This design comes from an exercise in tuning for small area and a short achievable clock period on the open sky130 flow, not from production work. Only the layout flow was run in this run; the RTL was not checked for function there.

==> design.v <==
module matrix_multiplication #(
    parameter M = 2,  
    parameter N = 2,  
    parameter P = 2   
)(
    input clk,                    
    input reset,                  
    input start,                  
    input [M*N*32-1:0] A,         
    input [N*P*32-1:0] B,         
    output reg [M*P*32-1:0] C,    
    output reg done               
);
    reg [31:0] sum;
    integer i, j, k;
    always @(posedge clk or posedge reset) begin
        if (reset) begin
            done <= 0;
            for (i = 0; i < M; i = i + 1) begin
                for (j = 0; j < P; j = j + 1) begin
                    C[(i*P+j)*32 +: 32] <= 32'b0;
                end
            end
        end else if (start) begin
            done <= 0;   
            for (i = 0; i < M; i = i + 1) begin
                for (j = 0; j < P; j = j + 1) begin
                    sum = 32'b0;  
                    for (k = 0; k < N; k = k + 1) begin
                        sum = sum + A[(i*N+k)*32 +: 32] * B[(k*P+j)*32 +: 32];
                    end
                    C[(i*P+j)*32 +: 32] <= sum;   
                end
            end
            done <= 1;   
        end
    end
endmodule
==> run.sh <==
#!/bin/bash
# synth_recipe.tcl (not shown) runs the flow's synth.tcl, then flattens the netlist and writes it again
# the make line also repeats each setting of config.mk as NAME=value (left out here)
make -C /OpenROAD-flow-scripts/flow DESIGN_CONFIG=/design/flow/config.mk WORK_HOME=/design/flow/orfs CLKGATE_MAP_FILE= SYNTH_SCRIPT=/design/flow/synth_recipe.tcl finish
==> config.mk <==
export PLATFORM = sky130hd
export DESIGN_NAME = matrix_multiplication
export DESIGN_NICKNAME = matrix_multiplication
export VERILOG_FILES = /design/flow/design.v
export SDC_FILE = /design/flow/constraint.sdc
export NUM_CORES = 4
export LEC_CHECK = 0
export CAP_MARGIN = 20
export CORE_MARGIN = 2
export CORE_UTILIZATION = 40
export SLEW_MARGIN = 20
==> constraint.sdc <==
create_clock -name core_clock -period 11.0 [get_ports {clk}]
set_input_delay 2.2000 -clock core_clock [delete_from_list [all_inputs] [get_ports {clk}]]
set_output_delay 2.2000 -clock core_clock [all_outputs]
set_load 0.01 [all_outputs]
==> summary.md <==
| Metric | Value |
|---|---|
| Run status | complete, no violations |
| Routed vias/inst | 5.11 |
| Post-route minimum period | 10.71 ns |
| PnR worst setup slack | 0.289 ns |
| Number of top-level design ports | 388 |
| Layout area overhead | 10.3% |
| Most area-consuming cells after synthesis | sky130_fd_sc_hd__fa_1 52%, sky130_fd_sc_hd__inv_1 11%, sky130_fd_sc_hd__and2_1 9.9% |
| Share of cells above drive strength 1 | 0.0673 |
| Mapped Avg Cell Area | 9.07 sq um |
| Number of synthesized flops with an enable pin | 0 |
| Synth Flop Type | sky130_fd_sc_hd__dfrtp_1 |
| Maximum number of pins on one net before global-route repair | 52 |
| Maximum buffer depth of the clock tree | 2 |
| Total of endpoints with negative setup slack in the final report | 0 |
| Top cells by instance count after synthesis | 3789 x sky130_fd_sc_hd__inv_1, 3480 x sky130_fd_sc_hd__fa_1, 2162 x sky130_fd_sc_hd__nand2_1, 2117 x sky130_fd_sc_hd__and2_1, 1020 x sky130_fd_sc_hd__ha_1 |
| Number of max-cap violations | 0 |
| Count of filler cells inserted in the layout | 32800 |
| Initial core utilization | 0.402 |
| Top cell type's share of synthesized area | 0.521 |
| Async S/R FF share, synth | 1.00 |
| Post-route cell area | 148000 sq um |
| Drt drc | 0 |
| Number of rows created at floorplan | 212 |
| Leading cell type by number of instances after synthesis | sky130_fd_sc_hd__inv_1 |
| Count of synthesis-stage warnings from yosys | 1 |
| IO buf count | 387 |
| FF+latch count, synth | 129 |
| Launching element type of the critical path | primary input |
| Maximum clock rate | 93.4 MHz |
| Finished Core Util | 0.443 |
| Clock slew at reported path FFs | 0.08 ns |
| Global-route wire length before repair | 719 mm |
| Initial antenna violation count | 78 |
| Endpoint with the worst hold slack | done |
| Library cell contributing the largest single delay on the critical path | sky130_fd_sc_hd__fa_1 |
| Slew at the pin closest to its max-slew limit | 1.15 ns |
| Floorplan die height | 582 microns |
| Data arrival, critical path | 11.13 ns |
| Instance count of the mapped netlist | 14700 |
| Critical register-to-register path endpoint | C[62] |
| Sink Count | 129 |
| Final Skew | 0 ns |
| Maximum single-stage delay on the critical path | 0.57 ns |
| Count of nets left with antenna violations after detail routing | 0 |
| Share of the yosys chip area belonging to registers | 0.0241 |
| Syn_nets | 19500 |
| Yosys top cell by area | sky130_fd_sc_hd__fa_1 |
| Vias in the first global route | 107000 |
| RSZ-0062 raised after global routing | false |
| Class of the most critical setup path | primary input to flop |
| Global placement routability congestion | 0.987 |
| Required time reported for the critical path endpoint | 11.41 ns |
| Share of the clock period used by the worst path | 0.974 |
| Cell depth of the worst flop-to-flop path | 3 |
| Crit Path Max Fanout | 12 |
| Worst relative slew slack | 0.230 |
| Wire length per cell | 24.8 microns |
| Most frequent cell on the critical path | sky130_fd_sc_hd__fa_1 |
| Final hold violation count | 0 |
| Congestion Overflow GR | 0 |
| Core Area | 333000 sq um |
| X dimension of the die | 582 microns |
| DR vias | 99400 |
| Overall Global Routing Usage | 0.291 |
| Worst setup slack for register-to-register paths | 9.94 ns |
| Hold Startpoint | done |
| Detailed-routing iteration count for the pre-antenna-repair pass | 9 |
| Synth unique cells | 75 |
| Post-DP Area | 147000 sq um |
| Class of the most critical hold timing path | flop to flop |
| H-Tree Level Count | 4 |
| Initial drt markers | 8201 |
| Worst Setup End Kind | flop |
| Worst hold path stage count | 1 |
| HPWL reported at the end of detailed placement | 416 mm |
| Final total negative setup slack | 0 ns |
| Worst Setup Slack post-DPL | -0.412 ns |
| Number of hold-repair buffers added at the cts stage | 0 |
| Net count of the finished layout | 19800 |
| Mapped Area | 134000 sq um |
| Fin Hold WS | 0.473 ns |
| Skew-Pair Late Insertion Delay | 0.54 ns |
| Start point of the critical path | B[1] |
| Total Die Area | 339000 sq um |
| CTS tree | done |
| Buffer type at the clock tree root | sky130_fd_sc_hd__clkbuf_16 |
| Max Transition Viols Final | 0 |
| Wire length reported by the detailed router | 482 mm |
| Reg-to-reg critical path startpoint | C[62] |
| Total CTS buffers | 17 |
layer usage:
metal  vias to the layer above  track usage  share of wire
met5                         -            0        0.00075
met4                        56       0.0933          0.039
met3                       747       0.0891           0.12
met2                      4425        0.438           0.43
met1                     52200        0.401           0.41
li1                      42000            -              -
through the flow:
| step | std cells |
|---|---|
| 6_report | 19500 |
| 5_1_grt | 19400 |
| 4_1_cts | 19400 |
| 3_5_place_dp | 19400 |
| 3_3_place_gp | 19400 |
| 2_1_floorplan | 14700 |
cells by family after synthesis:
family	after synthesis	synth area share
AO/OA/AOI/OAI	335	0.0166
XOR/XNOR	596	0.0390
adder cells (fa/ha/maj)	4500	0.616
buffers and inverters	4657	0.131
flip-flops	129	0.0241
multiplexers	94	0.00792
AND/OR/NAND/NOR	4437	0.166
layout make-up:
cell class	count	area [sq um]	area share
clock inverters	15	254	0.00172
multi-input cells	9962	113000	0.766
inverters	3789	14200	0.0964
clock buffers	17	425	0.00288
repair buffers	1138	10800	0.0733
flip-flops and latches	129	3230	0.0219
diodes	17	42.5	0.000288
well taps	4387	5490	0.0372
registers in the layout, indices dropped and copies added (netlist names):
signal	count
C	128
done	1
cell usage in the layout (no fill, tap or decap), types with 18 or more instances in the layout:
cell and instances:
sky130_fd_sc_hd__inv_1 3787, sky130_fd_sc_hd__fa_1 3480, sky130_fd_sc_hd__nand2_1 2162, sky130_fd_sc_hd__and2_1 2117
sky130_fd_sc_hd__ha_1 1020, sky130_fd_sc_hd__buf_4 601, sky130_fd_sc_hd__xnor2_1 487, sky130_fd_sc_hd__clkdlybuf4s50_1 271
sky130_fd_sc_hd__buf_12 150, sky130_fd_sc_hd__dfrtp_1 129, sky130_fd_sc_hd__buf_2 115, sky130_fd_sc_hd__xor2_1 108
sky130_fd_sc_hd__a21oi_1 103, sky130_fd_sc_hd__mux2_2 91, sky130_fd_sc_hd__nor2_1 65, sky130_fd_sc_hd__a21o_1 57
sky130_fd_sc_hd__o21ai_0 37, sky130_fd_sc_hd__nor3_1 25, sky130_fd_sc_hd__o21bai_1 24, sky130_fd_sc_hd__o21a_1 19
sky130_fd_sc_hd__o21ai_1 18
worst max-delay path, delay by kind of cell:
kind	cells	cell delay, ns
AOI/OAI and AO/OA	7	1.07
adders and majority gates	11	5.03
buffers and inverters	11	1.66
xor gates and xnor gates	1	0.49
and+or+nand+nor	3	0.61
how the worst max path moves through the flow:
stage / to / depth (start not counted)
finish: C[95] / 33
global route: C[95] / 33
CTS: C[95] / 33
detailed placement: C[95] / 33
global placement: C[95] / 33
floorplan: C[30] / 30
timing repair:
action / 4_1_cts / 5_1_grt
endpoints found under the setup margin: 0 / 1
setup buffers: 0 / 0
resized for setup: 0 / 1

==> port drivers added, routing unchanged <==
The flow's constraints put no driver on any port. The routed layout listed below was extracted and timed again, unchanged, in two steps.
Step 1 assumes that a clkbuf_16 drives the clock port and a buf_2 every other input.
Step 2 times the ports against the registers' clock, not the clock port: input delays grow and output delays shrink by t, the midpoint of the rising clock arrivals with the driver on.
a / b / c = ideal ports / drivers / drivers and shift; a / b = the first two.
t, ns: 0.635
setup WS [ns]: 0.289 / 0.265 / -0.370
hold slack, ns: 0.473 / 0.473 / 0.473
clock arrival spread, ns: 0.074 / 0.074
pins driven straight from the clock port: 1
Met with ideal ports but missed after step 2: setup timing in this run. For this run, drivers alone change the setup slack by -0.024 ns; drivers and shift together by -0.659 ns.
